From an optimization exercise on the open Yosys and OpenROAD flow, aimed at small area; shortcuts taken in it are not production practice.
The RTL was checked by simulation tests, not by an equivalence proof against the original design.
No activity file was given, so power comes from the tool's default toggle rates.

==> flow/design.v, too long to show whole: its modules and the start of the top module <==
// module Word: 2070 lines
// module Cur_Control: 171 lines
// module Tetris: 204 lines
module Tetris(
    input wire        Clk_In,
    input wire        Rotate,
    input wire        Left,
    input wire        Right,
    input wire        Down,
    input wire        Pause,
    input wire        Rst,
    output wire [7:0] RGB,
    output wire       Hsync,
    output wire       Vsync
    );
  // ...
==> flow/flow/run.sh <==
#!/bin/bash
# Own layout flow: the standard flow (standard.sh) with four changes.
#  1. The ABC script that maps the synthesised logic to standard cells is an
#     area-oriented one (flow/abc_area.script) instead of ORFS's, and does not
#     use the weakest (_0) cells.
#  2. Clock tree synthesis builds fewer, larger sink clusters and inserts no
#     dummy loads (CTS_ARGS below).
#  3. The port buffers are buf_2 cells (BUFFER_PORTS_ARGS below).
#  4. Synthesis does not map adders to half/full-adder cells
#     (ADDER_MAP_FILE empty), so ABC optimises that logic with the rest.
# Everything else (synthesis passes, register names and cells, floorplan,
# power grid, placement, routing) is the standard flow's.  The make output
# goes to flow_make.log; ORFS keeps each step's log under orfs/logs/.
set -euo pipefail
W=$(pwd)
cat > "$W/own_synth.tcl" <<TCL
# The standard flow's synthesis script (synth_recipe.tcl), with ABC's -script replaced
proc abc {args} {
  set i [lsearch -exact \$args -script]
  if {\$i >= 0} { lset args [expr {\$i + 1}] {$W/flow/abc_area.script} }
  foreach c {a2111oi_0 a21boi_0 and2_0 o21ai_0 o311ai_0 or2_0} {
    lappend args -dont_use sky130_fd_sc_hd__\$c
  }
  yosys abc {*}\$args
}
source {$W/synth_recipe.tcl}
TCL
sed "s#SYNTH_SCRIPT=[^ ]*#SYNTH_SCRIPT=$W/own_synth.tcl#" "$W/standard.sh" > "$W/own_standard.sh"
grep -q "SYNTH_SCRIPT=$W/own_synth.tcl" "$W/own_standard.sh"
CTS="-sink_clustering_enable -repair_clock_nets -sink_clustering_size 24"
CTS="$CTS -sink_clustering_max_diameter 70 -buf_list sky130_fd_sc_hd__clkbuf_16"
CTS="$CTS -dont_use_dummy_load"
PORTS="-inputs -outputs -buffer_cell sky130_fd_sc_hd__buf_2"
bash "$W/own_standard.sh" "CTS_ARGS=$CTS" "BUFFER_PORTS_ARGS=$PORTS" ADDER_MAP_FILE= finish \
  > "$W/flow_make.log" 2>&1
==> flow/flow/abc_area.script <==
strash
dc2
balance
rewrite
refactor
balance
rewrite
rewrite -z
balance
refactor -z
rewrite -z
balance
dc2
amap
topo
==> flow/standard.sh <==
#!/bin/bash
# synth_recipe.tcl (not shown) runs the flow's synth.tcl, then flattens the netlist and writes it again
# the make line also repeats each setting of config.mk as NAME=value (left out here)
make -C /OpenROAD-flow-scripts/flow DESIGN_CONFIG=/design/flow/config.mk WORK_HOME=/design/flow/orfs CLKGATE_MAP_FILE= SYNTH_SCRIPT=/design/flow/synth_recipe.tcl "${@:-finish}"
==> flow/config.mk <==
export PLATFORM = sky130hd
export DESIGN_NAME = Tetris
export DESIGN_NICKNAME = Tetris
export VERILOG_FILES = /design/flow/design.v
export SDC_FILE = /design/flow/constraint.sdc
export NUM_CORES = 8
export LEC_CHECK = 0
export ABC_AREA = 1
export CAP_MARGIN = 5
export CELL_PAD_IN_SITES_DETAIL_PLACEMENT = 1
export CELL_PAD_IN_SITES_GLOBAL_PLACEMENT = 2
export CORE_MARGIN = 2
export CORE_UTILIZATION = 28
export GPL_TIMING_DRIVEN = 0
export PLACE_DENSITY = 0.55
export SLEW_MARGIN = 5
export SYNTH_MEMORY_MAX_BITS = 65536
==> flow/constraint.sdc <==
create_clock -name core_clock -period 20.0 [get_ports {Clk_In}]
set_input_delay 4.0000 -clock core_clock [delete_from_list [all_inputs] [get_ports {Clk_In}]]
set_output_delay 4.0000 -clock core_clock [all_outputs]
set_load 0.01 [all_outputs]
==> key figures, run 1 <==
Status
  – Run status: complete, but fails checks
  – Violated Checks: max-capacitance violations, max-slew violations

Run
  – Count of maximum capacitance violations: 6

Setup path
  – Slowest Stage Delay on Critical Path: 1.04 ns
  – Cell family with the largest share of critical-path delay: simple AND/OR/NAND/NOR gates
  – Kind of end point of the critical path: register
  – Worst setup endpoint: c2.G[154]
  – Timing startpoint of the critical path: c2.G[246]
  – CP Launch Type: register
  – Critical Path Most Common Cell: sky130_fd_sc_hd__clkinv_1

Clocking
  – CTS tree: yes
  – Clock Sinks: 331
  – Gates resized, CTS repair: 0
  – Number of buffers inserted by hold repair at cts: 0
  – Clock transition time at the flip-flop clock pins of the worst setup and hold paths: 0.09 ns

Pwr
  – Leak pwr: 7.67 nW

Cells and area
  – Top reg by flops: c2.G
  – Commonest non-fill, non-tap cell in the layout: sky130_fd_sc_hd__nor2_1
  – Net total in the final layout: 3,542
  – Layout sequential cell count: 331
  – Top flop regs: c2.G x252, gcnt x15, hc x11
  – Final core utilization: about 33%
  – Count of inverters other than clock inverters in the layout: between 300 and 400

Min path
  – Startpoint of the worst hold path: bd[2]

Routing
  – Antenna Nets Post-Route: 0

Global route
  – Met1 usage: approximately 55%
  – Global routing usage on met2: 76.2%
  – First-pass GRT wire length: 314 mm

Die
  – Area of the die: 87,300 sq um
  – Number of tapcells: about 1,100

Synthesis
  – Part of the Yosys area used for sequential elements: 27.9%
  – Synthesized instance count: about 3,400
  – Synth area leader: sky130_fd_sc_hd__dfxtp_1

Placed design
  – Post-place setup slack: between 7 and 8 ns

STA
  – Number of pins with negative max-slew slack in the final report: 30
==> run 2: changes to the inputs <==
--- a/flow/flow/run.sh
+++ b/flow/flow/run.sh
@@ -27,8 +27,8 @@
 TCL
 sed "s#SYNTH_SCRIPT=[^ ]*#SYNTH_SCRIPT=$W/own_synth.tcl#" "$W/standard.sh" > "$W/own_standard.sh"
 grep -q "SYNTH_SCRIPT=$W/own_synth.tcl" "$W/own_standard.sh"
-CTS="-sink_clustering_enable -repair_clock_nets -sink_clustering_size 24"
-CTS="$CTS -sink_clustering_max_diameter 70 -buf_list sky130_fd_sc_hd__clkbuf_16"
+CTS="-sink_clustering_enable -repair_clock_nets -sink_clustering_size 20"
+CTS="$CTS -sink_clustering_max_diameter 60 -buf_list sky130_fd_sc_hd__clkbuf_8"
 CTS="$CTS -dont_use_dummy_load"
 PORTS="-inputs -outputs -buffer_cell sky130_fd_sc_hd__buf_2"
 bash "$W/own_standard.sh" "CTS_ARGS=$CTS" "BUFFER_PORTS_ARGS=$PORTS" ADDER_MAP_FILE= finish \
--- a/flow/config.mk
+++ b/flow/config.mk
@@ -6,12 +6,12 @@
 export NUM_CORES = 8
 export LEC_CHECK = 0
 export ABC_AREA = 1
-export CAP_MARGIN = 5
+export CAP_MARGIN = 15
 export CELL_PAD_IN_SITES_DETAIL_PLACEMENT = 1
 export CELL_PAD_IN_SITES_GLOBAL_PLACEMENT = 2
 export CORE_MARGIN = 2
 export CORE_UTILIZATION = 28
 export GPL_TIMING_DRIVEN = 0
 export PLACE_DENSITY = 0.55
-export SLEW_MARGIN = 5
+export SLEW_MARGIN = 15
 export SYNTH_MEMORY_MAX_BITS = 65536
==> run 2 against run 1 <==
  * Fails layout checks on max-capacitance violations
  * Die area unchanged
  * Global-route usage up 0.25 points
  * Core utilization down 0.082 points
  * Combinational power about the same
  * Critical path depth up 2
  * Register-to-register slack about the same
  * Clock power down 18%
  * Hold slack worse by 0.013 ns
  * Wire length up 0.35%
  * Synthesized area unchanged
  * Largest cell class unchanged
==> key figures, run 2 <==
Routing
  – Final wirelength: 235 mm (was 234 mm)
  – Number of DRC violations after detailed-routing iteration 0: 7,752 (was 7,644)
  – DR WL/cell: 49.9 um (was 50.1 um)
  – Via count: 37,600 (was 37,300)
  – Antenna Nets Post-Route: 0 (unchanged)
  – DRC: 0 (unchanged)
  – Via-per-instance ratio: 7.97 (about the same)
  – First-pass iteration count of the detailed router: 11 (was 12)

STA
  – Number of pins with negative max-slew slack in the final report: 0 (was 30)
  – Final Hold Violating Endpoints: 0 (unchanged)
  – Endpoints failing setup: 0 (unchanged)
  – Relative slew slack: 1.74% (was -6.05%)
  – Maximum clock frequency: 76.6 MHz (was 76.7 MHz)
  – Period Utilization, post-route: 65.3% (was 65.2%)
  – RSZ-0062 raised after global routing: no (unchanged)
  – Final worst clock skew: 0.110 ns (was 0.0747 ns)
  – Sum of negative setup slack: 0 ns (unchanged)
  – Tmin final: 13.06 ns (was 13.05 ns)
  – Least-Margin Pin Slew: 1.47 ns (was 1.59 ns)

Global route
  – Vias in the first global route: 35,900 (was 35,800)
  – Global Route Usage Sum: 52.5% (was 52.2%)
  – Overflow after GRT: 0 (unchanged)
  – First-pass GRT wire length: 316 mm (was 314 mm)
  – Maximum number of pins on one net before global-route repair: 59 (unchanged)
  – Initial antenna violation count: 26 (was 30)

Clocking
  – Clock Sinks: 331 (unchanged)
  – Clock buffers created by TritonCTS: 38 (was 30)
  – Max Root-Sink Buffers: 3 (unchanged)
  – Setup bufs post-CTS: 0 (unchanged)
  – Number of buffers inserted by hold repair at cts: 0 (unchanged)
  – H-tree depth reported by CTS: 2 (was 1)
  – Clock transition time at the flip-flop clock pins of the worst setup and hold paths: 0.11 ns (was 0.09 ns)
  – Gates resized, CTS repair: 0 (unchanged)
  – Master cell of the clock root buffer: sky130_fd_sc_hd__clkbuf_8 (was sky130_fd_sc_hd__clkbuf_16)
  – CTS tree: yes (unchanged)
  – Clock network latency to the later pin of the worst-skew pair: 0.70 ns (was 0.65 ns)

Die
  – Number of rows created at floorplan: 106 (unchanged)
  – Overall die height: 296 um (unchanged)
  – Area of the die: 87,300 sq um (unchanged)
  – Number of top-level design ports: 17 (unchanged)
  – Core area: 84,000 sq um (unchanged)
  – Starting Density: 28.3% (unchanged)
  – Die width: 296 um (unchanged)

Synthesis
  – Part of the Yosys area used for sequential elements: 27.9% (unchanged)
  – Average cell area after synthesis: 7.02 sq um (unchanged)
  – Synthesized instance count: 3,390 (unchanged)
  – Fraction of registers with async set or reset after synthesis: 0% (unchanged)
  – Synth top area cells: sky130_fd_sc_hd__dfxtp_1, sky130_fd_sc_hd__a222oi_1, sky130_fd_sc_hd__nor2_1, sky130_fd_sc_hd__o21ai_1, sky130_fd_sc_hd__clkinv_1 (unchanged)
  – Top flip-flop cell by instance count after synthesis: sky130_fd_sc_hd__dfxtp_1 (unchanged)
  – Post-synthesis cell type count: 56 (unchanged)
  – Area share of the leading cell type in the synthesized netlist: 27.9% (unchanged)
  – Synth Net Count: 3,397 (unchanged)
  – Most frequent cell after synthesis: sky130_fd_sc_hd__nor2_1 (unchanged)
  – Post-Synthesis Cell Area: 23,800 sq um (unchanged)
  – Number of synthesized register bits: 331 (unchanged)
  – Number of flops mapped to enable cells by yosys: 0 (unchanged)
  – Synth area leader: sky130_fd_sc_hd__dfxtp_1 (unchanged)
  – Yosys warning count: 2 (unchanged)
  – Leading post-synthesis cells by instance count: sky130_fd_sc_hd__nor2_1, sky130_fd_sc_hd__o21ai_1, sky130_fd_sc_hd__clkinv_1 (unchanged)

Pwr
  – Switching share of total power: 27.4% (was 25.7%)
  – P_int: 0.000842 W (was 0.000934 W)
  – Part of the power in registers: 57.3% (was 53.0%)
  – Max rail drop VDD: 0.0540 mV (was 0.0738 mV)
  – Cell Pwr Density: 41.7 nW/um^2 (was 45.1 nW/um^2)
  – Clock power frac: 37.9% (was 42.6%)
  – Leak pwr: 7.62 nW (was 7.67 nW)
  – Net switching power of the design: 0.000318 W (was 0.000322 W)
  – Comb pwr share: 4.8% (was 4.5%)

Cells and area
  – Net total in the final layout: 3,566 (was 3,542)
  – Top flop regs: c2.G x252, gcnt x15, hc x11 (unchanged)
  – Share of cells above drive strength 1: 8.77% (was 7.44%)
  – Area Overhead vs Synth: 16.9% (was 17.2%)
  – Most frequent cells in the layout: sky130_fd_sc_hd__nor2_1, sky130_fd_sc_hd__o21ai_1, sky130_fd_sc_hd__clkinv_1 (unchanged)
  – Count of placed standard cells in the final layout, fillers left out: 4,711 (was 4,684)
  – Max FFs per register: 252 (unchanged)
  – Final core utilization: 33.1% (was 33.2%)
  – Commonest non-fill, non-tap cell in the layout: sky130_fd_sc_hd__nor2_1 (unchanged)
  – Top reg by flops: c2.G (unchanged)

Setup path
  – Worst Reg-to-Reg Cells: 39 (was 37)
  – Worst path slowest cell: sky130_fd_sc_hd__nor2b_1 (unchanged)
  – Critical path arrival: 13.54 ns (was 13.57 ns)
  – WP data required: 20.48 ns (was 20.53 ns)
  – Biggest fanout along the worst timing path: 15 (unchanged)
  – CP Launch Type: register (unchanged)
  – Slowest Stage Delay on Critical Path: 1.05 ns (was 1.04 ns)
  – Setup CP Type: register to register (unchanged)
  – Kind of end point of the critical path: register (unchanged)

Min path
  – Tightest Hold Check Type: register to register (unchanged)
  – Hold Path Depth: 1 (unchanged)

Placed design
  – Cell total after placement: 4,651 (was 4,633)
  – Final Wtd Congestion: 1.14 (unchanged)
  – Dpl hpwl: 181 mm (was 180 mm)
  – Number of port buffers: 16 (unchanged)

Status
  – Violated Checks: max-capacitance violations (was max-capacitance violations, max-slew violations)
  – Run status: complete, but fails checks (unchanged)

Run
  – Count of maximum capacitance violations: 1 (was 6)
## run 2: cell counts after synthesis
No cell type changed its count.
## run 2: stage by stage
stage                     power, W  hold WS (ns)  setup WS, ns  area [sq um]
after detailed placement  0.000731         0.416          7.65         27200
after global routing       0.00117         0.416          6.79         27800
after floorplan           0.000701         0.375          8.97         23800
after CTS                  0.00114         0.389          7.91         27700
final                      0.00116         0.390          6.94         27800
after global placement    0.000727         0.393          1.46         25300
## run 2: power by group through the flow
stage	registers [W]	logic, W	clock network [W]
3_5_place_dp	0.000680	0.0000503	0
5_1_grt	0.000665	0.0000552	0.000454
4_1_cts	0.000665	0.0000505	0.000429
6_report	0.000665	0.0000557	0.000439
3_3_place_gp	0.000682	0.0000458	0
2_1_floorplan	0.000679	0.0000226	0
## run 2: metal layers
metal	wire (um)	track usage, %	share of wire, %
met1	77100	56.0	33
met2	96000	75.9	41
met3	30600	20.4	13
met4	31300	56.5	13
met5	193	1.61	0.082
## run 2: logic make-up after synthesis
logic type / Yosys count / synth area share, %
AOI/OAI and AO/OA: 1418 / 42.4
buffers and inverters: 349 / 5.52
DFF: 331 / 27.9
and+or+nand+nor: 1292 / 24.2
## run 2: path summary, 6_finish.rpt
kind | endpoint | slack (ns) | start
hold / removal | be[2] | 0.39 | bd[2]
setup / recovery | c2.typ[2] | 6.94 | c2.G[246]
hold reg to reg | be[2] | 0.39 | bd[2]
setup reg to reg | c2.typ[2] | 6.94 | c2.G[246]
## run 2: area by class of cell
type | count | area, sq um
sequential | 331 | 6630
inverter | 348 | 1310
clock buffer | 38 | 523
antenna | 20 | 50.0
buffer | 1 | 7.51
timing repair buffer | 129 | 1220
fill | 10400 | 56100
tap | 1134 | 1420
multi-input combinational | 2710 | 16700
## run 2: critical path: cells and delay by family, from the launching register on
kind	cells	cell delay (ns)
simple gates	19	7.25
flops	1	0.35
compound gates	10	2.95
buf+inv	10	2.31
==> run 3: changes to the inputs <==
--- a/flow/config.mk
+++ b/flow/config.mk
@@ -6,12 +6,12 @@
 export NUM_CORES = 8
 export LEC_CHECK = 0
 export ABC_AREA = 1
-export CAP_MARGIN = 15
+export CAP_MARGIN = 20
 export CELL_PAD_IN_SITES_DETAIL_PLACEMENT = 1
 export CELL_PAD_IN_SITES_GLOBAL_PLACEMENT = 2
 export CORE_MARGIN = 2
 export CORE_UTILIZATION = 28
 export GPL_TIMING_DRIVEN = 0
 export PLACE_DENSITY = 0.55
-export SLEW_MARGIN = 15
+export SLEW_MARGIN = 20
 export SYNTH_MEMORY_MAX_BITS = 65536
==> run 3 against run 2 <==
  * The run now finishes clean
  * Global-route usage shrank 0.099 points
  * Cell count about the same
  * Via count is 0.91% lower
  * Clock power is 3% higher
  * Sequential power about the same
  * Combinational power is essentially flat
  * Highest routed layer unchanged
  * Fmax down 3.2%
  * Synthesized cell count is the same
  * Die area unchanged
  * Register-to-register slack worse by 0.43 ns
==> key figures, run 3 <==
Synthesis
  – Average cell area after synthesis: 7.02 sq um (unchanged)
  – Post-synthesis cell type count: 56 (unchanged)
  – Synth area leader: sky130_fd_sc_hd__dfxtp_1 (unchanged)
  – Leading post-synthesis cells by instance count: sky130_fd_sc_hd__nor2_1, sky130_fd_sc_hd__o21ai_1, sky130_fd_sc_hd__clkinv_1 (unchanged)
  – Post-Synthesis Cell Area: 23,800 sq um (unchanged)
  – Number of synthesized register bits: 331 (unchanged)
  – Top flip-flop cell by instance count after synthesis: sky130_fd_sc_hd__dfxtp_1 (unchanged)
  – Most frequent cell after synthesis: sky130_fd_sc_hd__nor2_1 (unchanged)
  – Fraction of registers with async set or reset after synthesis: 0% (unchanged)
  – Part of the Yosys area used for sequential elements: 27.9% (unchanged)
  – Number of flops mapped to enable cells by yosys: 0 (unchanged)
  – Synth top area cells: sky130_fd_sc_hd__dfxtp_1, sky130_fd_sc_hd__a222oi_1, sky130_fd_sc_hd__nor2_1, sky130_fd_sc_hd__o21ai_1, sky130_fd_sc_hd__clkinv_1 (unchanged)
  – Synth Net Count: 3,397 (unchanged)
  – Yosys warning count: 2 (unchanged)
  – Synthesized instance count: 3,390 (unchanged)
  – Area share of the leading cell type in the synthesized netlist: 27.9% (unchanged)

STA
  – Tmin final: 13.49 ns (was 13.06 ns)
  – Number of pins with negative max-slew slack in the final report: 0 (unchanged)
  – Endpoints failing setup: 0 (unchanged)
  – Final worst clock skew: 0.145 ns (was 0.110 ns)
  – RSZ-0062 raised after global routing: no (unchanged)
  – Final Hold Violating Endpoints: 0 (unchanged)
  – Least-Margin Pin Slew: 1.34 ns (was 1.47 ns)
  – Relative slew slack: 10.2% (was 1.74%)
  – Maximum clock frequency: 74.1 MHz (was 76.6 MHz)
  – Period Utilization, post-route: 67.5% (was 65.3%)
  – Sum of negative setup slack: 0 ns (unchanged)

Cells and area
  – Final core utilization: 33.3% (was 33.1%)
  – Most frequent cells in the layout: sky130_fd_sc_hd__nor2_1, sky130_fd_sc_hd__o21ai_1, sky130_fd_sc_hd__clkinv_1 (unchanged)
  – Net total in the final layout: 3,568 (was 3,566)
  – Max FFs per register: 252 (unchanged)
  – Commonest non-fill, non-tap cell in the layout: sky130_fd_sc_hd__nor2_1 (unchanged)
  – Share of cells above drive strength 1: 9.44% (was 8.77%)
  – Top flop regs: c2.G x252, gcnt x15, hc x11 (unchanged)
  – Design Area, Final: 27,900 sq um (was 27,800 sq um)
  – Count of placed standard cells in the final layout, fillers left out: 4,708 (was 4,711)
  – Top reg by flops: c2.G (unchanged)
  – Area Overhead vs Synth: 17.4% (was 16.9%)

Pwr
  – Max rail drop VDD: 0.0497 mV (was 0.0540 mV)
  – Comb pwr share: 4.7% (was 4.8%)
  – Part of the power in registers: 56.7% (was 57.3%)
  – Net switching power of the design: 0.000320 W (was 0.000318 W)
  – P_int: 0.000854 W (was 0.000842 W)
  – Leak pwr: 7.64 nW (was 7.62 nW)
  – Clock power frac: 38.6% (was 37.9%)
  – Cell Pwr Density: 42.1 nW/um^2 (was 41.7 nW/um^2)
  – Switching share of total power: 27.3% (was 27.4%)
  – Post-layout total power: 0.00117 W (was 0.00116 W)

Die
  – Number of rows created at floorplan: 106 (unchanged)
  – Die width: 296 um (unchanged)
  – Starting Density: 28.3% (unchanged)
  – Number of top-level design ports: 17 (unchanged)
  – Overall die height: 296 um (unchanged)
  – Area of the die: 87,300 sq um (unchanged)
  – Core area: 84,000 sq um (unchanged)

Setup path
  – Biggest fanout along the worst timing path: 15 (unchanged)
  – Slowest Stage Delay on Critical Path: 1.03 ns (was 1.05 ns)
  – Worst path slowest cell: sky130_fd_sc_hd__nor2b_1 (unchanged)
  – Setup CP Type: register to register (unchanged)
  – WP data required: 20.56 ns (was 20.48 ns)
  – Kind of end point of the critical path: register (unchanged)
  – CP Launch Type: register (unchanged)
  – Critical path arrival: 14.05 ns (was 13.54 ns)

Clocking
  – Master cell of the clock root buffer: sky130_fd_sc_hd__clkbuf_8 (unchanged)
  – H-tree depth reported by CTS: 2 (unchanged)
  – CTS tree: yes (unchanged)
  – Clock buffers created by TritonCTS: 41 (was 38)
  – Setup bufs post-CTS: 0 (unchanged)
  – Clock transition time at the flip-flop clock pins of the worst setup and hold paths: 0.10 ns (was 0.11 ns)
  – Clock Sinks: 331 (unchanged)
  – Max Root-Sink Buffers: 3 (unchanged)
  – Gates resized, CTS repair: 0 (unchanged)
  – Clock network latency to the later pin of the worst-skew pair: 0.73 ns (was 0.70 ns)
  – Number of buffers inserted by hold repair at cts: 0 (unchanged)

Routing
  – Antenna Nets Post-Route: 0 (unchanged)
  – Detailed-routing wirelength on met1: 76.7 mm (was 77.1 mm)
  – Via count: 37,200 (was 37,600)
  – DRC: 0 (unchanged)
  – DR WL/cell: 50.0 um (was 49.9 um)
  – Highest routed metal layer: met5 (unchanged)
  – Number of DRC violations after detailed-routing iteration 0: 7,681 (was 7,752)
  – First-pass iteration count of the detailed router: 12 (was 11)
  – Detailed route wirelength on metal3: 30.7 mm (was 30.6 mm)
  – Final wirelength: 235 mm (about the same)
  – Via-per-instance ratio: 7.91 (was 7.97)
  – Met2 layer wire length in the routed design: 95.8 mm (was 96.0 mm)

Global route
  – First-pass GRT wire length: 315 mm (was 316 mm)
  – Maximum number of pins on one net before global-route repair: 59 (unchanged)
  – Overflow after GRT: 0 (unchanged)
  – Initial antenna violation count: 28 (was 26)
  – Global Route Usage Sum: 52.4% (was 52.5%)
  – Vias in the first global route: 35,800 (was 35,900)

Placed design
  – DP Area: 27,200 sq um (about the same)
  – Number of port buffers: 16 (unchanged)
  – Dpl hpwl: 182 mm (was 181 mm)
  – Final Wtd Congestion: 1.14 (unchanged)
  – Cell total after placement: 4,651 (unchanged)

Status
  – Run status: complete, no violations (was complete, but fails checks)

Run
  – Count of maximum capacitance violations: 0 (was 1)

Min path
  – Tightest Hold Check Type: register to register (unchanged)
## run 3: cell types whose count changed in the layout (fill, tap and decap cells not counted), moves of 3 or more
| cell | delta |
|---|---|
| sky130_fd_sc_hd__nor4_2 | +4 |
| sky130_fd_sc_hd__nor2_1 | -9 |
| sky130_fd_sc_hd__o21ai_2 | +3 |
| sky130_fd_sc_hd__o22ai_1 | -3 |
| sky130_fd_sc_hd__nor4_1 | -4 |
| sky130_fd_sc_hd__diode_2 | -5 |
| sky130_fd_sc_hd__o22ai_2 | +3 |
| sky130_fd_sc_hd__clkbuf_8 | +3 |
| sky130_fd_sc_hd__o21ai_1 | -3 |
| sky130_fd_sc_hd__nor2_2 | +9 |
## run 3: worst paths after layout
kind,cells after the start,to,slack (ns),start
worst min-delay path,2,dcnt[2],0.41,dcnt[1]
worst max-delay path,38,c2.G[217],6.51,c2.G[246]
worst max register to register,38,c2.G[217],6.51,c2.G[246]
worst min register to register,2,dcnt[2],0.41,dcnt[1]
## run 3: metal layers
metal,global-route usage (%),up-vias
li1,-,13900
met1,55.6,18000
met2,76.7,3722
met3,19.8,1531
met4,56.2,20
met5,0,-
## run 3: cells by family (layout without fill, tap and decap cells)
kind of cell / after synthesis / after routing / share of synthesized area [%]
AO/OA/AOI/OAI: 1418 / 1418 / 42.4
AND/OR/NAND/NOR: 1292 / 1292 / 24.2
buffers and inverters: 349 / 518 / 5.52
flip-flops: 331 / 331 / 27.9
other: 0 / 15 / 0
## run 3: power groups by stage
stage | Combinational (W) | Clock (W) | Sequential (W)
finish | 0.0000556 | 0.000453 | 0.000666
global route | 0.0000549 | 0.000466 | 0.000666
CTS | 0.0000503 | 0.000444 | 0.000665
detailed placement | 0.0000502 | 0 | 0.000680
global placement | 0.0000458 | 0 | 0.000682
floorplan | 0.0000226 | 0 | 0.000679
## run 3: stage by stage
step                hold slack [ns]  setup slack [ns]
global route                  0.446              6.53
global placement              0.393              1.46
finish                        0.408              6.51
CTS                           0.414              7.55
detailed placement            0.419              7.34
floorplan                     0.375              8.97
## run 3: final cells by class
class	count	area [sq um]
Sequential cell	331	6630
Buffer	1	7.51
Antenna cell	15	37.5
Fill cell	10400	56000
Inverter	348	1310
Timing Repair Buffer	128	1200
Multi-Input combinational cell	2710	16800
Clock buffer	41	564
Tap cell	1134	1420
## run 3: worst max-delay path, delay by kind of cell, from the launching register on
| kind | cells | cell delay, ns |
|---|---|---|
| and+or+nand+nor | 20 | 8.78 |
| AOI/OAI and AO/OA | 7 | 1.69 |
| buffers and inverters | 11 | 2.50 |
| DFF | 1 | 0.35 |
==> run 4: changes to the inputs <==
--- a/flow/config.mk
+++ b/flow/config.mk
@@ -8,7 +8,7 @@
 export ABC_AREA = 1
 export CAP_MARGIN = 20
 export CELL_PAD_IN_SITES_DETAIL_PLACEMENT = 1
-export CELL_PAD_IN_SITES_GLOBAL_PLACEMENT = 2
+export CELL_PAD_IN_SITES_GLOBAL_PLACEMENT = 1
 export CORE_MARGIN = 2
 export CORE_UTILIZATION = 28
 export GPL_TIMING_DRIVEN = 0
==> run 4 against run 3 <==
  * First-iteration DRC count down 0.23%
  * Power rose by 0.97%
  * Synthesized cell count is the same
  * Hold slack improved by 0.0080 ns
  * Critical path depth down 1
  * Cell area is 1.1% higher
  * Critical endpoint is now c2.typ[2]
  * Largest cell class unchanged
==> key figures, run 4 <==
Global route
  – Overflow after GRT: 0 (unchanged)
  – Maximum number of pins on one net before global-route repair: 32 (was 59)
  – Global Route Usage Sum: 53.1% (was 52.4%)
  – First-pass GRT wire length: 318 mm (was 315 mm)
  – Vias in the first global route: 35,000 (was 35,800)
  – Initial antenna violation count: 35 (was 28)

Die
  – Core area: 84,000 sq um (unchanged)
  – Starting Density: 28.3% (unchanged)
  – Overall die height: 296 um (unchanged)
  – Number of rows created at floorplan: 106 (unchanged)
  – Area of the die: 87,300 sq um (unchanged)
  – Number of top-level design ports: 17 (unchanged)
  – Die width: 296 um (unchanged)

STA
  – Sum of negative setup slack: 0 ns (unchanged)
  – Least-Margin Pin Slew: 1.35 ns (was 1.34 ns)
  – Maximum clock frequency: 79.7 MHz (was 74.1 MHz)
  – Final Hold Violating Endpoints: 0 (unchanged)
  – Relative slew slack: 9.38% (was 10.2%)
  – Tmin final: 12.54 ns (was 13.49 ns)
  – Period Utilization, post-route: 62.7% (was 67.5%)
  – Endpoints failing setup: 0 (unchanged)
  – RSZ-0062 raised after global routing: no (unchanged)
  – Final worst clock skew: 0.134 ns (was 0.145 ns)
  – Number of pins with negative max-slew slack in the final report: 0 (unchanged)
  – Final Worst Setup Slack: 7.46 ns (was 6.51 ns)

Synthesis
  – Area share of the leading cell type in the synthesized netlist: 27.9% (unchanged)
  – Part of the Yosys area used for sequential elements: 27.9% (unchanged)
  – Top flip-flop cell by instance count after synthesis: sky130_fd_sc_hd__dfxtp_1 (unchanged)
  – Fraction of registers with async set or reset after synthesis: 0% (unchanged)
  – Synth Net Count: 3,397 (unchanged)
  – Most frequent cell after synthesis: sky130_fd_sc_hd__nor2_1 (unchanged)
  – Synth top area cells: sky130_fd_sc_hd__dfxtp_1, sky130_fd_sc_hd__a222oi_1, sky130_fd_sc_hd__nor2_1, sky130_fd_sc_hd__o21ai_1, sky130_fd_sc_hd__clkinv_1 (unchanged)
  – Post-Synthesis Cell Area: 23,800 sq um (unchanged)
  – Number of flops mapped to enable cells by yosys: 0 (unchanged)
  – Leading post-synthesis cells by instance count: sky130_fd_sc_hd__nor2_1, sky130_fd_sc_hd__o21ai_1, sky130_fd_sc_hd__clkinv_1 (unchanged)
  – Post-synthesis cell type count: 56 (unchanged)
  – Number of synthesized register bits: 331 (unchanged)
  – Synth area leader: sky130_fd_sc_hd__dfxtp_1 (unchanged)
  – Average cell area after synthesis: 7.02 sq um (unchanged)
  – Synthesized instance count: 3,390 (unchanged)
  – Yosys warning count: 2 (unchanged)

Status
  – Run status: complete, no violations (unchanged)

Cells and area
  – Max FFs per register: 252 (unchanged)
  – Count of placed standard cells in the final layout, fillers left out: 4,736 (was 4,708)
  – Top flop regs: c2.G x252, gcnt x15, hc x11 (unchanged)
  – Area Overhead vs Synth: 18.7% (was 17.4%)
  – Final core utilization: 33.6% (was 33.3%)
  – Most frequent cells in the layout: sky130_fd_sc_hd__nor2_1, sky130_fd_sc_hd__o21ai_1, sky130_fd_sc_hd__clkinv_1 (unchanged)
  – Share of cells above drive strength 1: 10.3% (was 9.44%)
  – Top reg by flops: c2.G (unchanged)
  – Commonest non-fill, non-tap cell in the layout: sky130_fd_sc_hd__nor2_1 (unchanged)
  – Net total in the final layout: 3,588 (was 3,568)

Clocking
  – Gates resized, CTS repair: 0 (unchanged)
  – Clock transition time at the flip-flop clock pins of the worst setup and hold paths: 0.09 ns (was 0.10 ns)
  – Clock Sinks: 331 (unchanged)
  – Master cell of the clock root buffer: sky130_fd_sc_hd__clkbuf_8 (unchanged)
  – H-tree depth reported by CTS: 2 (unchanged)
  – Setup bufs post-CTS: 0 (unchanged)
  – Clock network latency to the later pin of the worst-skew pair: 0.72 ns (was 0.73 ns)
  – Clock buffers created by TritonCTS: 41 (unchanged)
  – CTS tree: yes (unchanged)
  – Max Root-Sink Buffers: 3 (unchanged)
  – Number of buffers inserted by hold repair at cts: 0 (unchanged)

Routing
  – DRC: 0 (unchanged)
  – Number of DRC violations after detailed-routing iteration 0: 7,663 (was 7,681)
  – Final wirelength: 235 mm (about the same)
  – First-pass iteration count of the detailed router: 13 (was 12)
  – DR WL/cell: 49.7 um (was 50.0 um)
  – Via count: 36,900 (was 37,200)
  – Via-per-instance ratio: 7.79 (was 7.91)
  – Antenna Nets Post-Route: 0 (unchanged)

Pwr
  – Leak pwr: 7.79 nW (was 7.64 nW)
  – Max rail drop VDD: 0.0502 mV (was 0.0497 mV)
  – Cell Pwr Density: 42.0 nW/um^2 (was 42.1 nW/um^2)

Setup path
  – Worst path slowest cell: sky130_fd_sc_hd__nor2b_1 (unchanged)
  – Setup CP Type: register to register (unchanged)
  – Critical Path Most Common Cell: sky130_fd_sc_hd__nor2_1
  – Kind of end point of the critical path: register (unchanged)
  – Critical path arrival: 13.03 ns (was 14.05 ns)
  – Minimum setup slack among reg-to-reg paths: 7.46 ns (was 6.51 ns)
  – CP Launch Type: register (unchanged)
  – Slowest Stage Delay on Critical Path: 1.05 ns (was 1.03 ns)
  – WP data required: 20.49 ns (was 20.56 ns)
  – Biggest fanout along the worst timing path: 15 (unchanged)

Min path
  – Tightest Hold Check Type: register to register (unchanged)

Run
  – Count of maximum capacitance violations: 0 (unchanged)

Placed design
  – Post-place setup slack: 8.02 ns (was 7.34 ns)
  – Dpl hpwl: 179 mm (was 182 mm)
  – Final Wtd Congestion: 1.18 (was 1.14)
  – Cell total after placement: 4,662 (was 4,651)
  – Number of port buffers: 16 (unchanged)
[run 4: cells by family after synthesis]
group / Yosys count / share of synthesized area, %
AOI/OAI and AO/OA: 1418 / 42.4
and+or+nand+nor: 1292 / 24.2
buffers and inverters: 349 / 5.52
DFF: 331 / 27.9
[run 4: final cells by class]
class	count	area, sq um
repair buffers	148	1430
plain buffers	1	7.51
diodes	23	57.6
fillers	10400	55700
clock buffers	41	564
multi-input cells	2710	16800
inverters	348	1310
flip-flops and latches	331	6630
well taps	1134	1420
[run 4: final timing paths]
kind,cells after the start,end,startpoint
setup / recovery,37,c2.typ[2],c2.G[246]
hold / removal,1,rnd[0],rnd[0]
setup reg to reg,37,c2.typ[2],c2.G[246]
hold reg to reg,1,rnd[0],rnd[0]
[run 4: where the power goes]
part           total (W)  switching [W]  internal, W
sequential      0.000666     0.00000400     0.000662
combinational  0.0000556      0.0000431    0.0000125
clock           0.000464       0.000283     0.000181
[run 4: stage by stage]
step | hold WS (ns) | power [W] | cell area [sq um]
3_5_place_dp | 0.411 | 0.000731 | 27400
6_report | 0.416 | 0.00119 | 28200
2_1_floorplan | 0.375 | 0.000701 | 23800
4_1_cts | 0.429 | 0.00117 | 27900
3_3_place_gp | 0.395 | 0.000728 | 25300
5_1_grt | 0.450 | 0.00121 | 28200
[run 4: routing by layer]
layer	wire [um]	vias to the layer above	GRT usage, %
met4	30700	14	55.5
met3	31400	1459	25.1
li1	-	14000	-
met2	94400	3561	74.3
met1	78700	17900	56.4
met5	89	-	1.33
[run 4: critical path: cells and delay by family, from the launching register on]
kind | cells | cell delay [ns]
buf+inv | 8 | 1.85
compound gates | 8 | 2.02
simple gates | 21 | 8.08
flops | 1 | 0.35
==> run 5: changes to the inputs <==
--- a/flow/flow/run.sh
+++ b/flow/flow/run.sh
@@ -27,8 +27,8 @@
 TCL
 sed "s#SYNTH_SCRIPT=[^ ]*#SYNTH_SCRIPT=$W/own_synth.tcl#" "$W/standard.sh" > "$W/own_standard.sh"
 grep -q "SYNTH_SCRIPT=$W/own_synth.tcl" "$W/own_standard.sh"
-CTS="-sink_clustering_enable -repair_clock_nets -sink_clustering_size 20"
-CTS="$CTS -sink_clustering_max_diameter 60 -buf_list sky130_fd_sc_hd__clkbuf_8"
+CTS="-sink_clustering_enable -repair_clock_nets -sink_clustering_size 16"
+CTS="$CTS -sink_clustering_max_diameter 50 -buf_list sky130_fd_sc_hd__clkbuf_8"
 CTS="$CTS -dont_use_dummy_load"
 PORTS="-inputs -outputs -buffer_cell sky130_fd_sc_hd__buf_2"
 bash "$W/own_standard.sh" "CTS_ARGS=$CTS" "BUFFER_PORTS_ARGS=$PORTS" ADDER_MAP_FILE= finish \
--- a/flow/config.mk
+++ b/flow/config.mk
@@ -8,7 +8,7 @@
 export ABC_AREA = 1
 export CAP_MARGIN = 20
 export CELL_PAD_IN_SITES_DETAIL_PLACEMENT = 1
-export CELL_PAD_IN_SITES_GLOBAL_PLACEMENT = 1
+export CELL_PAD_IN_SITES_GLOBAL_PLACEMENT = 2
 export CORE_MARGIN = 2
 export CORE_UTILIZATION = 28
 export GPL_TIMING_DRIVEN = 0
==> run 5 against run 4 <==
  * Power increased by 1.6%
  * Register-to-register slack got worse by 0.68 ns
  * Worst setup slack got worse by 0.68 ns
  * Combinational power decreased by 0.9%
  * Critical path depth increased by 1
==> key figures, run 5 <==
Synthesis
  – Top flip-flop cell by instance count after synthesis: sky130_fd_sc_hd__dfxtp_1 (unchanged)
  – Leading post-synthesis cells by instance count: sky130_fd_sc_hd__nor2_1, sky130_fd_sc_hd__o21ai_1, sky130_fd_sc_hd__clkinv_1 (unchanged)
  – Average cell area after synthesis: 7.02 sq um (unchanged)
  – Number of synthesized register bits: 331 (unchanged)
  – Most frequent cell after synthesis: sky130_fd_sc_hd__nor2_1 (unchanged)
  – Part of the Yosys area used for sequential elements: 27.9% (unchanged)
  – Share of synthesized cell area in and, or, nand and nor gates: 24.2% (unchanged)
  – Post-Synthesis Cell Area: 23,800 sq um (unchanged)
  – Synthesized-area fraction occupied by adder cells: 0% (unchanged)
  – Dominant combinational cell family by area after synthesis: compound AO/OA/AOI/OAI gates (unchanged)
  – Number of flops mapped to enable cells by yosys: 0 (unchanged)
  – Synth Net Count: 3,397 (unchanged)
  – Yosys warning count: 2 (unchanged)
  – Post-synthesis cell type count: 56 (unchanged)
  – Fraction of synthesized area in multiplexers: 0% (unchanged)
  – Synthesized instance count: 3,390 (unchanged)
  – Synth top area cells: sky130_fd_sc_hd__dfxtp_1, sky130_fd_sc_hd__a222oi_1, sky130_fd_sc_hd__nor2_1, sky130_fd_sc_hd__o21ai_1, sky130_fd_sc_hd__clkinv_1 (unchanged)
  – Area share of the leading cell type in the synthesized netlist: 27.9% (unchanged)
  – Compound-gate portion of the synthesized area: 42.4% (unchanged)
  – Fraction of registers with async set or reset after synthesis: 0% (unchanged)
  – Synth area leader: sky130_fd_sc_hd__dfxtp_1 (unchanged)
  – Xor/xnor cell area share of the yosys netlist: 0% (unchanged)

Setup path
  – Kind of end point of the critical path: register (unchanged)
  – CP Launch Type: register (unchanged)
  – Setup CP Type: register to register (unchanged)
  – WP data required: 20.68 ns (was 20.49 ns)
  – Critical Path Most Common Cell: sky130_fd_sc_hd__clkinv_1 (was sky130_fd_sc_hd__nor2_1)
  – Biggest fanout along the worst timing path: 15 (unchanged)
  – Critical path arrival: 13.91 ns (was 13.03 ns)
  – Slowest Stage Delay on Critical Path: 1.06 ns (was 1.05 ns)
  – Worst path slowest cell: sky130_fd_sc_hd__nor2b_1 (unchanged)

Clocking
  – Clock buffers created by TritonCTS: 47 (was 41)
  – CTS tree: yes (unchanged)
  – Clock transition time at the flip-flop clock pins of the worst setup and hold paths: 0.09 ns (about the same)
  – Setup bufs post-CTS: 0 (unchanged)
  – Master cell of the clock root buffer: sky130_fd_sc_hd__clkbuf_8 (unchanged)
  – Clock Sinks: 331 (unchanged)
  – Number of buffers inserted by hold repair at cts: 0 (unchanged)
  – Max Root-Sink Buffers: 3 (unchanged)
  – Gates resized, CTS repair: 0 (unchanged)
  – Clock network latency to the later pin of the worst-skew pair: 0.79 ns (was 0.72 ns)
  – H-tree depth reported by CTS: 2 (unchanged)

STA
  – Period Utilization, post-route: 66.1% (was 62.7%)
  – Final Hold Violating Endpoints: 0 (unchanged)
  – Final Worst Setup Slack: 6.77 ns (was 7.46 ns)
  – Final worst clock skew: 0.109 ns (was 0.134 ns)
  – Endpoints failing setup: 0 (unchanged)
  – Least-Margin Pin Slew: 1.31 ns (was 1.35 ns)
  – Relative slew slack: 12.8% (was 9.38%)
  – Tmin final: 13.23 ns (was 12.54 ns)
  – Sum of negative setup slack: 0 ns (unchanged)
  – Number of pins with negative max-slew slack in the final report: 0 (unchanged)
  – RSZ-0062 raised after global routing: no (unchanged)
  – Maximum clock frequency: 75.6 MHz (was 79.7 MHz)
  – Hold WS: 0.405 ns (was 0.416 ns)

Routing
  – Final wirelength: 235 mm (about the same)
  – DRC: 0 (unchanged)
  – DR WL/cell: 49.9 um (was 49.7 um)
  – Number of DRC violations after detailed-routing iteration 0: 7,891 (was 7,663)
  – Via-per-instance ratio: 7.93 (was 7.79)
  – Antenna Nets Post-Route: 0 (unchanged)
  – First-pass iteration count of the detailed router: 13 (unchanged)
  – Via count: 37,400 (was 36,900)

Cells and area
  – Design Area, Final: 28,000 sq um (was 28,200 sq um)
  – Max FFs per register: 252 (unchanged)
  – Commonest non-fill, non-tap cell in the layout: sky130_fd_sc_hd__nor2_1 (unchanged)
  – Top reg by flops: c2.G (unchanged)
  – Most frequent cells in the layout: sky130_fd_sc_hd__nor2_1, sky130_fd_sc_hd__o21ai_1, sky130_fd_sc_hd__clkinv_1 (unchanged)
  – Area Overhead vs Synth: 17.7% (was 18.7%)
  – Share of cells above drive strength 1: 9.51% (was 10.3%)
  – Top flop regs: c2.G x252, gcnt x15, hc x11 (unchanged)
  – Net total in the final layout: 3,573 (was 3,588)

Run
  – Count of maximum capacitance violations: 0 (unchanged)

Placed design
  – Number of port buffers: 16 (unchanged)
  – Final Wtd Congestion: 1.14 (was 1.18)
  – Dpl hpwl: 182 mm (was 179 mm)
  – Post-place setup slack: 7.34 ns (was 8.02 ns)
  – DP Area: 27,200 sq um (was 27,400 sq um)

Pwr
  – Post-layout total power: 0.00121 W (was 0.00119 W)
  – Clock power frac: 40.2% (was 39.2%)
  – Cell Pwr Density: 43.1 nW/um^2 (was 42.0 nW/um^2)
  – Switching share of total power: 27.0% (was 27.9%)
  – Leak pwr: 7.67 nW (was 7.79 nW)
  – Part of the power in registers: 55.2% (was 56.1%)
  – Comb pwr share: 4.6% (was 4.7%)
  – P_int: 0.000879 W (was 0.000855 W)
  – Max rail drop VDD: 0.0539 mV (was 0.0502 mV)
  – Net switching power of the design: 0.000326 W (was 0.000330 W)

Die
  – Number of top-level design ports: 17 (unchanged)
  – Starting Density: 28.3% (unchanged)
  – Core area: 84,000 sq um (unchanged)
  – Area of the die: 87,300 sq um (unchanged)
  – Overall die height: 296 um (unchanged)
  – Die width: 296 um (unchanged)
  – Number of rows created at floorplan: 106 (unchanged)

Global route
  – Maximum number of pins on one net before global-route repair: 59 (was 32)
  – Global Route Usage Sum: 52.4% (was 53.1%)
  – Initial antenna violation count: 25 (was 35)
  – Vias in the first global route: 35,900 (was 35,000)
  – Overflow after GRT: 0 (unchanged)
  – First-pass GRT wire length: 314 mm (was 318 mm)

Status
  – Run status: complete, no violations (unchanged)

Min path
  – Tightest Hold Check Type: register to register (unchanged)
==> run 5: cell count changes in the layout (fill, tap and decap cells not counted), moves of 5 or more <==
cell                       change
sky130_fd_sc_hd__nor2_1        +5
sky130_fd_sc_hd__buf_6        -11
sky130_fd_sc_hd__nor2_2        -5
sky130_fd_sc_hd__diode_2       -6
sky130_fd_sc_hd__clkbuf_8      +6
sky130_fd_sc_hd__buf_4         -5
==> run 5: final timing paths <==
path | start | endpoint | slack [ns] | depth (start not counted)
max | c2.G[246] | c2.G[213] | 6.77 | 38
min | bd[3] | be[3] | 0.41 | 1
max reg2reg | c2.G[246] | c2.G[213] | 6.77 | 38
min reg2reg | bd[3] | be[3] | 0.41 | 1
==> run 5: layer usage <==
layer | track usage [%] | wire, um
met4 | 57.5 | 32900
met1 | 55.3 | 76700
met3 | 20.6 | 30800
met5 | 0.443 | 89
met2 | 76.1 | 94800
==> run 5: final cells by class <==
cell class | count | area [sq um]
fillers | 10400 | 56000
multi-input cells | 2710 | 16700
flip-flops and latches | 331 | 6630
well taps | 1134 | 1420
inverters | 348 | 1310
repair buffers | 127 | 1190
clock buffers | 47 | 647
diodes | 17 | 42.5
plain buffers | 1 | 7.51
==> run 5: power by group through the flow <==
stage	combinational [W]	clock (W)	sequential [W]
2_1_floorplan	0.0000226	0	0.000679
3_3_place_gp	0.0000458	0	0.000682
3_5_place_dp	0.0000502	0	0.000680
4_1_cts	0.0000504	0.000476	0.000666
5_1_grt	0.0000546	0.000500	0.000666
6_report	0.0000551	0.000484	0.000666
==> run 5: per-stage QoR <==
step           instances  utilization, %
2_1_floorplan       3390               -
3_3_place_gp        4540            30.1
3_5_place_dp        4651            32.4
4_1_cts             4698            33.2
5_1_grt             4701            33.3
6_report            4715            33.3
==> run 5: worst max-delay path: cells and delay by family, from the launching register on <==
family | cells | cell delay, ns
compound gates | 9 | 2.63
buf+inv | 11 | 2.54
flops | 1 | 0.34
simple gates | 18 | 7.65
==> run 5: cell families after synthesis <==
kind of cell / count (synthesis)
buf+inv: 349
compound gates: 1418
flops: 331
simple gates: 1292

-- afterwards: timing with drivers on the ports --
In the flow no input, the clock included, has a driving cell. The finished layouts below were timed again as built, in two steps. Step 1, drivers: a clkbuf_16 drives Clk_In and a buf_2 each remaining input, both assumed. Step 2 moves the port delays by t, midway between the first and last clock arrival at a register: inputs arrive t later, outputs are due t later. That takes back most of the time a late clock gives input paths. Three values: no drivers, after step 1, after step 2; two values: the first two.
| run | t, ns | setup slack, ns | worst hold slack (ns) | slew at the worst register clock pin (ns) |
|---|---|---|---|---|
| run 1 | 0.688 | 6.955 / 6.955 / 6.876 | 0.403 / 0.403 / 0.403 | 0.10 / 0.10 |
| run 2 | 0.710 | 6.940 / 6.940 / 6.895 | 0.390 / 0.390 / 0.390 | 0.11 / 0.11 |
| run 3 | 0.723 | 6.509 / 6.509 / 6.396 | 0.408 / 0.408 / 0.408 | 0.11 / 0.11 |
| run 4 | 0.717 | 7.456 / 7.456 / 7.456 | 0.416 / 0.416 / 0.416 | 0.12 / 0.12 |
| run 5 | 0.796 | 6.771 / 6.771 / 6.524 | 0.405 / 0.405 / 0.405 | 0.09 / 0.09 |
For run 5, which loses most, drivers alone change the setup slack by 0.000 ns; drivers and shift together by -0.247 ns.
